This design comes from an exercise in tuning for small area, a short achievable clock period and few clock cycles on the open sky130 flow, not from production work.
Function not checked in this run: the RTL went through the layout flow alone.
Power and IR drop assume default switching activity.

==> flow/design.v <==
`timescale 1ns / 1ns
module TopLevel(reset, clock, imem_addr, imem_rdata, dmem_addr, dmem_we, dmem_be, dmem_wdata, dmem_rdata, rf_we, rf_waddr, rf_wdata, halt);
    input clock, reset;
    output [31:0] imem_addr;
    input [31:0] imem_rdata;
    output [31:0] dmem_addr;
    output dmem_we;
    output [3:0] dmem_be;
    output [31:0] dmem_wdata;
    input [31:0] dmem_rdata;
    output rf_we;
    output [4:0] rf_waddr;
    output [31:0] rf_wdata;
    output reg halt;
    reg [31:2] pc;           
    reg [31:0] ir;           
    reg        ir_v;         
    reg [31:0] m_res;        
    reg [31:0] m_sd;         
    reg [3:0]  m_be;
    reg        m_st;
    reg        m_ld;
    reg [2:0]  m_lt;         
    reg        m_we;
    reg [4:0]  m_rd;
    reg [31:0] w_data;
    reg        w_we;
    reg [4:0]  w_rd;
    reg [31:0] hi, lo, md;   
    reg        hi_v, lo_v;   
    assign imem_addr = {pc, 2'b00};
    assign dmem_addr = m_res;
    assign dmem_wdata = m_sd;
    assign dmem_be = m_be;
    assign dmem_we = m_st;
    assign rf_we = w_we;
    assign rf_waddr = w_rd;
    assign rf_wdata = w_data;
    wire [5:0] op = ir[31:26];
    wire [5:0] fn = ir[5:0];
    wire [4:0] rs = ir[25:21];
    wire [4:0] rt = ir[20:16];
    wire [4:0] rd = ir[15:11];
    wire [4:0] sa = ir[10:6];
    wire rtype    = (op == 6'd0);
    wire i_shift  = rtype & (fn[5:3] == 3'b000);
    wire i_jr     = rtype & (fn[5:1] == 5'b00100);           
    wire i_jalr   = i_jr & fn[0];
    wire i_sys    = rtype & (fn[5:2] == 4'b0011);
    wire i_mf     = rtype & (fn[5:3] == 3'b010) & ~fn[0];    
    wire i_mt     = rtype & (fn[5:3] == 3'b010) & fn[0];     
    wire i_md     = rtype & (fn[5:3] == 3'b011);             
    wire i_ralu   = rtype & fn[5];
    wire i_regimm = (op == 6'd1);
    wire i_j      = (op[5:1] == 5'b00001);                   
    wire i_jal    = i_j & op[0];
    wire i_br     = (op[5:2] == 4'b0001);                    
    wire i_ialu   = (op[5:3] == 3'b001);
    wire i_load   = (op[5:3] == 3'b100);
    wire i_store  = (op[5:3] == 3'b101);
    wire wen  = i_shift | i_ralu | i_mf | i_jalr | i_ialu | i_load | i_jal;
    wire [4:0] wdest = i_jal ? 5'd31 : (rtype ? rd : rt);
    wire use_rs = ~i_j;
    wire use_rt = rtype | i_br | i_store;
    wire md_busy;
    wire ld_hazard = m_ld & m_we & ((use_rs & (rs == m_rd)) | (use_rt & (rt == m_rd)));
    wire md_hazard = (i_mf | i_mt | i_md) & md_busy;
    wire stall = ld_hazard | md_hazard;
    wire go = ir_v & ~stall;    
    wire fa_m = m_we & (m_rd == rs);
    wire fa_w = w_we & (w_rd == rs) & ~fa_m;
    wire fb_m = m_we & (m_rd == rt);
    wire fb_w = w_we & (w_rd == rt) & ~fb_m;
    wire [31:0] ra_acc [0:31];
    wire [31:0] rb_acc [0:31];
    assign ra_acc[0] = ({32{fa_m}} & m_res) | ({32{fa_w}} & w_data)
                     | ({32{i_mf & ~fn[1] & hi_v}} & hi) | ({32{i_mf & fn[1] & lo_v}} & lo);
    assign rb_acc[0] = ({32{fb_m}} & m_res) | ({32{fb_w}} & w_data);
    genvar gi;
    generate
        for (gi = 1; gi < 32; gi = gi + 1) begin : RF
            reg [31:0] q;
            always @(posedge clock)
                if (w_we && w_rd == gi)
                    q <= w_data;
            wire sa_sel = (rs == gi) & ~fa_m & ~fa_w;
            wire sb_sel = (rt == gi) & ~fb_m & ~fb_w;
            assign ra_acc[gi] = ra_acc[gi-1] | ({32{sa_sel}} & q);
            assign rb_acc[gi] = rb_acc[gi-1] | ({32{sb_sel}} & q);
        end
    endgenerate
    wire [31:0] a = ra_acc[31];       
    wire [31:0] b_rt = rb_acc[31];    
    wire [31:2] pc4 = pc + 30'd1;
    wire i_lui   = i_ialu & (op[2:0] == 3'b111);
    wire zext    = i_ialu & op[2];
    wire use_imm = i_ialu | i_load | i_store;
    wire link    = i_jal | i_jalr;
    wire [31:0] imm = i_lui ? {ir[15:0], 16'b0} : {{16{~zext & ir[15]}}, ir[15:0]};
    wire [31:0] b = link ? {pc4, 2'b00} : (use_imm ? imm : b_rt);
    wire sub = (i_ralu & ~fn[2] & fn[1]) | (i_ialu & ~op[2] & op[1]) | i_br;
    wire is_logic = (i_ralu & ~fn[3] & fn[2]) | (i_ialu & op[2]) | link;
    wire [1:0] lsel = rtype ? fn[1:0] : op[1:0];
    wire [3:0] lut = link ? 4'b1010 :                          
                     (lsel == 2'b00) ? 4'b1000 :               
                     (lsel == 2'b01) ? 4'b1110 :               
                     (lsel == 2'b10) ? 4'b0110 :               
                     (rtype ? 4'b0001 : 4'b1010);              
    wire [31:0] bx = b ^ {32{sub}};
    wire [31:0] p, g, sum;
    wire [32:0] c;
    assign c[0] = sub;
    generate
        for (gi = 0; gi < 32; gi = gi + 1) begin : ADD
            assign p[gi] = is_logic ? lut[{a[gi], b[gi]}] : (a[gi] ^ bx[gi]);
            assign g[gi] = ~is_logic & a[gi] & bx[gi];
            assign c[gi+1] = g[gi] | (p[gi] & c[gi]);
            assign sum[gi] = p[gi] ^ c[gi];
        end
    endgenerate
    wire zero = (sum == 32'd0);
    wire slt_u = rtype ? fn[0] : op[0];
    wire lt = slt_u ? ~c[32] : ((a[31] ^ b[31]) ? a[31] : sum[31]);
    wire is_slt = (i_ralu & fn[3]) | (i_ialu & ~op[2] & op[1]);
    wire [4:0] shamt = fn[2] ? a[4:0] : sa;
    wire sh_right = fn[1];
    wire [31:0] b_rev, sh_rev;
    generate
        for (gi = 0; gi < 32; gi = gi + 1) begin : REV
            assign b_rev[gi] = b[31-gi];
        end
    endgenerate
    wire [31:0] sh_in = sh_right ? b : b_rev;
    wire [31:0] sh_out = $signed({fn[0] & b[31], sh_in}) >>> shamt;
    generate
        for (gi = 0; gi < 32; gi = gi + 1) begin : REV2
            assign sh_rev[gi] = sh_out[31-gi];
        end
    endgenerate
    wire [31:0] shres = sh_right ? sh_out : sh_rev;
    wire [31:0] res = i_shift ? shres : (is_slt ? {31'b0, lt} : sum);
    wire taken = i_br ? (op[1] ? (op[0] ^ (a[31] | zero)) : (op[0] ^ zero))
                      : (i_regimm & (rt[0] ^ a[31]));
    wire [31:2] btarget = pc + {{14{ir[15]}}, ir[15:0]};
    wire [31:2] npc = (go & i_j) ? {pc[31:28], ir[25:0]} :
                      (go & i_jr) ? a[31:2] :
                      (go & taken) ? btarget : pc4;
    wire [1:0] ssize = op[1:0];    
    wire [3:0] be = ssize[1] ? 4'b1111 :
                    ssize[0] ? (sum[1] ? 4'b1100 : 4'b0011) :
                    (4'b0001 << sum[1:0]);
    wire [31:0] sd = ssize[1] ? b_rt :
                     ssize[0] ? {2{b_rt[15:0]}} : {4{b_rt[7:0]}};
    wire [31:0] dw = dmem_rdata;
    wire [15:0] ld_h = m_res[1] ? dw[31:16] : dw[15:0];
    wire [7:0]  ld_b = m_res[0] ? ld_h[15:8] : ld_h[7:0];
    wire [31:0] ld_val = m_lt[1] ? dw :
                         m_lt[0] ? {{16{~m_lt[2] & ld_h[15]}}, ld_h} :
                                   {{24{~m_lt[2] & ld_b[7]}}, ld_b};
    reg        md_step;      
    reg        md_div;       
    reg        md_sgn;       
    reg [4:0]  md_cnt;
    reg        md_lead;      
    reg        pre_a, pre_d, post_q, post_r;
    assign md_busy = md_step | pre_a | pre_d | post_q | post_r;
    wire neg_lo = pre_a | (~pre_d & ~md_step & post_q);
    wire neg_md = ~pre_a & pre_d;
    wire neg_hi = ~pre_a & ~pre_d & ~md_step & ~post_q & post_r;
    wire mul_last = md_sgn & (md_cnt == 5'd31);
    wire do_neg = pre_a | pre_d | (~md_step & (post_q | post_r));
    reg [32:0] ax, ay;
    reg        aci;
    always @(*) begin
        if (do_neg) begin
            ax = 33'd0;
            ay = ~{1'b0, neg_lo ? lo : (neg_md ? md : hi)};
            aci = 1'b1;
        end else if (md_div) begin
            ax = {hi, lo[31]};
            ay = ~{1'b0, md};
            aci = 1'b1;
        end else begin
            ax = {md_sgn & hi[31], hi};
            ay = lo[0] ? ({md_sgn & md[31], md} ^ {33{mul_last}}) : 33'd0;
            aci = lo[0] & mul_last;
        end
    end
    wire [33:0] as;
    wire [33:0] ac;
    assign ac[0] = aci;
    generate
        for (gi = 0; gi < 33; gi = gi + 1) begin : MDADD
            assign as[gi] = ax[gi] ^ ay[gi] ^ ac[gi];
            assign ac[gi+1] = (ax[gi] & ay[gi]) | (ac[gi] & (ax[gi] ^ ay[gi]));
        end
    endgenerate
    assign as[33] = ac[33];
    wire q_bit = as[33];    
    wire skip4 = md_div & md_lead & (lo[31:28] == 4'd0) & (md_cnt[4:2] != 3'b111);
    wire x_md  = go & i_md;
    wire x_div = fn[1];
    wire x_sgn = ~fn[0];
    wire div0  = (b_rt == 32'd0);
    always @(posedge clock) begin
        if (reset) begin
            md_step <= 1'b0;
            pre_a <= 1'b0;
            pre_d <= 1'b0;
            post_q <= 1'b0;
            post_r <= 1'b0;
            hi_v <= 1'b0;
            lo_v <= 1'b0;
        end else if (x_md & ~(x_div & div0)) begin
            md_div <= x_div;
            md_sgn <= x_sgn;
            md_cnt <= 5'd0;
            md_lead <= 1'b1;
            md_step <= 1'b1;
            hi <= 32'd0;
            lo <= x_div ? a : b_rt;
            md <= x_div ? b_rt : a;
            pre_a <= x_div & x_sgn & a[31];
            pre_d <= x_div & x_sgn & b_rt[31];
            post_q <= x_div & x_sgn & (a[31] ^ b_rt[31]);
            post_r <= x_div & x_sgn & a[31];
            hi_v <= 1'b1;
            lo_v <= 1'b1;
        end else if (go & i_mt) begin
            if (fn[1]) begin
                lo <= a;
                lo_v <= 1'b1;
            end else begin
                hi <= a;
                hi_v <= 1'b1;
            end
        end else if (pre_a) begin
            lo <= as[31:0];
            pre_a <= 1'b0;
        end else if (pre_d) begin
            md <= as[31:0];
            pre_d <= 1'b0;
        end else if (md_step) begin
            md_cnt <= md_cnt + 5'd1;
            if (md_cnt == 5'd31)
                md_step <= 1'b0;
            if (~md_div) begin
                hi <= as[32:1];
                lo <= {as[0], lo[31:1]};
            end else if (skip4) begin
                lo <= {lo[27:0], 4'b0};
                md_cnt <= md_cnt + 5'd4;
            end else begin
                md_lead <= 1'b0;
                hi <= q_bit ? as[31:0] : {hi[30:0], lo[31]};
                lo <= {lo[30:0], q_bit};
            end
        end else if (post_q) begin
            lo <= as[31:0];
            post_q <= 1'b0;
        end else if (post_r) begin
            hi <= as[31:0];
            post_r <= 1'b0;
        end
    end
    always @(posedge clock) begin
        if (reset) begin
            pc <= 30'h00000c00;      
            ir_v <= 1'b0;
            m_we <= 1'b0;
            m_ld <= 1'b0;
            m_st <= 1'b0;
            w_we <= 1'b0;
            halt <= 1'b0;
        end else begin
            if (~stall) begin
                pc <= npc;
                ir <= imem_rdata;
                ir_v <= 1'b1;
            end
            m_we <= go & wen & (wdest != 5'd0);
            m_ld <= go & i_load;
            m_st <= go & i_store;
            w_we <= m_we;
            halt <= halt | (go & i_sys);
        end
        m_res <= res;
        m_sd <= sd;
        m_be <= be;
        m_lt <= op[2:0];
        m_rd <= wdest;
        w_rd <= m_rd;
        w_data <= m_ld ? ld_val : m_res;
    end
endmodule
==> flow/run.sh <==
#!/bin/bash
# synth_recipe.tcl (not shown) runs the flow's synth.tcl, then flattens the netlist and writes it again
# the make line also repeats each setting of config.mk as NAME=value (left out here)
make -C /OpenROAD-flow-scripts/flow DESIGN_CONFIG=/design/flow/config.mk WORK_HOME=/design/flow/orfs CLKGATE_MAP_FILE= SYNTH_SCRIPT=/design/flow/synth_recipe.tcl finish
==> flow/config.mk <==
export PLATFORM = sky130hd
export DESIGN_NAME = TopLevel
export DESIGN_NICKNAME = TopLevel
export VERILOG_FILES = /design/flow/design.v
export SDC_FILE = /design/flow/constraint.sdc
export NUM_CORES = 8
export LEC_CHECK = 0
export CAP_MARGIN = 40
export CORE_MARGIN = 2
export CORE_UTILIZATION = 40
export SLEW_MARGIN = 40
==> flow/constraint.sdc <==
create_clock -name core_clock -period 115.0 [get_ports {clock}]
set_input_delay 23.0000 -clock core_clock [delete_from_list [all_inputs] [get_ports {clock}]]
set_output_delay 23.0000 -clock core_clock [all_outputs]
set_load 0.01 [all_outputs]
==> summary.txt <==
Die area - 183000 µm²
Root buffer cell - clkbuf_16
Worst skew pair latency - 890 ps
Vias in the first global route - 66117
Slack of the worst reg-to-reg path - 94110 ps
Routed Antenna Nets - 0
First-pass GRT wire length - 593.7 mm
Sequential share of the synthesized area - 51.51%
Largest net degree at the start of global routing - 74
Clk slew on worst S/H paths - 60 ps
Unrepaired setup endpoints after global routing - false
Async set or reset register ratio after synthesis - 0%
Critical path's top delay family - flip-flops
Synth top area cells - edfxtp_1 (47%), a22oi_1 (4.4%), dfxtp_1 (4.3%)
Leakage power - 0.02862 µW
Final GP Congestion - 1.067
Port buffer count - 203
GRT Resource Usage Total - 47.86%
Relative slew slack - 27.37%
Post-synthesis cell count - 6710
CP Class - reg2out
Synth Cell Area - 71830 µm²
# IOs - 206
Register bit total from synthesis - 1284
Top cell type's share of synthesized area - 47.16%
Worst clock skew - 67.00 ps
CTS tree - built
Total negative slack - 0 ps
Post_cts resized - 0
Minimum clock period - 25440 ps
Worst Hold Class - reg2reg
CP Max Fanout - 34
Achievable frequency - 0.03931 GHz
CP Buf/Inv Count - 1
DRT iter0 DRCs - 17215
Fin nets - 7094
CP startpoint kind - register
Core Rows - 155
Worst path required time - 92000 ps
Fillers - 16293
Chip width - 427.8 µm
Initial core utilization - 40.26%
Final-report setup violation count - 0
Max VDD drop - 0.01514 mV
Design Area, Final - 84120 µm²
Slowest CP cell - dfxtp_2
Core Area - 178400 µm²
CTS H-Tree Depth - 4
Layout cells sized above 1 - 15.06%
GRT overflow - 0
Max Root-Sink Buffers - 3
Placed inst area - 78830 µm²
Slew @ Worst Pin - 1089 ps
Initial antenna violation count - 55
Crit end category - output pin
Post-synth EDFFs - 1128
DRT Pass-1 Iters - 13
Pwr/cell area - 17.59 nW/µm²
Die Height - 427.8 µm
Routed wire per std cell - 47.62 µm
DR DRC count - 0
Final wirelength - 450.2 mm
Max-slew violation count - 0
Crit-path cells - clkdlybuf4s50_1
CP max stage delay - 820 ps
Syn_area_per_cell - 10.70 µm²
Crit share post-route - 22.12%
Status - timing/DRC/antenna clean
Hold buffers post-CTS - 0
Setup Buffers After CTS - 0
CTS sink count - 1284
Layout area overhead - 17.11%
Vias/cell - 7.779
WP data arrival - 2440 ps
Inserted Clock Buffers - 150
Max-cap check violation count - 0
Largest area contributor in the synthesized netlist - edfxtp_1
Final Hold Fails - 0
Via count - 73538
HPWL after DPL - 295.2 mm
Synthesis warning total - 1
Ys flop type - edfxtp_1
Post-synth cell types - 126
-- stage by stage --
stage | power [µW] | hold WS [ps] | setup slack [ps] | instances | util, %
floorplan | 745.4 | 342.7 | 88870 | 6711 | -
global placement | 943.0 | 404.9 | 89600 | 9098 | 43.82
detailed placement | 945.6 | 398.8 | 89930 | 9122 | 44.18
CTS | 1441 | 394.3 | 89640 | 9400 | 47.02
global route | 1488 | 384.2 | 89580 | 9412 | 47.09
finish | 1480 | 406.5 | 89560 | 9453 | 47.15
-- sequential cells by signal, indices dropped and copies added, names as in the netlist, 3 cells and up --
signal and count:
md 32, m_rd 5, m_res 32, ir 32
w_rd 5, RF.q 992, m_lt 3, hi 32
w_data 32, m_sd 32, md_cnt 5, m_be 4
lo 32, pc 30
-- synthesized netlist by cell type (46+ instances only) --
cell type / count
a31oi_1: 91
o211ai_1: 86
a221oi_1: 141
nand2_1: 592
dfxtp_1: 156
buf_2: 148
a222oi_1: 76
o22ai_1: 97
nand3_1: 255
a21oi_1: 378
nor2_1: 543
clkbuf_1: 333
a22oi_1: 424
xor2_1: 54
nor3_1: 121
edfxtp_1: 1128
a221o_1: 47
ha_1: 69
nand4_1: 102
a22o_1: 137
mux2i_1: 155
o21ai_0: 267
a211oi_1: 118
inv_1: 60
mux2_2: 87
xnor2_1: 88
buf_1: 46
and3_1: 79
-- cell families (layout without fill, tap and decap cells) --
| logic type | count (synthesis) | count (layout) | synth area share [%] |
|---|---|---|---|
| compound gates | 2303 | 2303 | 23.34 |
| simple gates | 1977 | 1977 | 13.28 |
| flops | 1284 | 1284 | 51.51 |
| buf+inv | 640 | 980 | 3.956 |
| mux | 258 | 258 | 4.000 |
| xor+xnor | 143 | 143 | 1.754 |
| fa+ha+maj | 104 | 104 | 2.164 |
| other cells | 1 | 49 | 0.005221 |
-- final timing paths --
check                  start      endpoint  depth (start not counted)
hold reg to reg      m_rd[3]       w_rd[3]                          0
setup reg to reg      ir[18]        pc[20]                         87
setup / recovery  w_data[28]  rf_wdata[28]                          1
hold / removal       m_rd[3]       w_rd[3]                          0
-- per-layer routing --
layer	track usage [%]	part of all wire [%]
met5	1.823	0.16
met4	41.81	11
met3	24.69	17
met2	64.77	39
met1	54.85	32
-- area by class of cell --
type | count | area, µm² | area share (%)
Sequential cell | 1284 | 37000 | 43.99
Multi-Input combinational cell | 4787 | 33230 | 39.50
Timing Repair Buffer | 638 | 5519 | 6.561
Clock buffer | 184 | 3994 | 4.748
Tap cell | 2355 | 2947 | 3.503
Clock inverter | 94 | 1067 | 1.269
Inverter | 64 | 242.7 | 0.2886
Antenna cell | 47 | 117.6 | 0.1398
-- where the power goes --
| group | switching, µW | internal [µW] | leakage [µW] |
|---|---|---|---|
| registers | 21.3 | 575 | 0.0115 |
| clock network | 222 | 286 | 0.00246 |
| logic | 275 | 99.8 | 0.0147 |
| total | 519 | 961 | 0.0286 |
-- placed cells by master, fill, tap and decap left out, drive strengths merged, types with 42 or more instances in the layout --
master         netlist  final
o211ai              87     87
ha                  69     69
clkdlybuf4s50        0    202
a21oi              381    381
nand4              103    103
a222oi              76     76
a221o               48     48
clkinv               2     56
xor2                54     54
xnor2               89     89
nor3               128    128
o22ai               99     99
o221ai              42     42
clkbuf             335    188
a211oi             122    122
and3                79     79
a21o                42     42
a221oi             147    147
nor2               545    545
o21ai              280    280
mux2i              156    156
a22oi              425    425
a22o               137    137
diode                0     47
a32oi               45     45
dfxtp              156    156
nand2              593    593
inv                 62     75
edfxtp            1128   1128
buf                241    432
a31oi               94     94
nand3              255    255
mux2                89     89
-- worst reg2reg max path, delay by kind of cell, from the launching register on --
family,cells,cell delay [ps]
simple gates,9,2390
mux,2,620
xor+xnor,2,420
compound gates,36,7250
fa+ha+maj,31,6290
buf+inv,7,3480
flops,1,320

==> static timing again, ports no longer ideal <==
The results above use ideal ports. As a check the final layout listed here was re-extracted and re-timed, cells and wires unchanged. Step 1, drivers: a clkbuf_16 drives clock and a buf_2 each remaining input, both assumed. Step 2 times the ports against the registers' clock, not the clock port: input delays grow and output delays shrink by t, the midpoint of the rising clock arrivals with the driver on. Slacks: no drivers / after step 1 / after step 2; pairs: no drivers / after step 1.
t, ns: 0.955
slack for setup (ns): 89.564 / 89.465 / 89.585
worst slew at a driven data input, ns: 0.07
After both steps this run still meets setup and hold. The setup slack of this run moves by -0.099 ns with the drivers and by +0.021 ns with both steps.
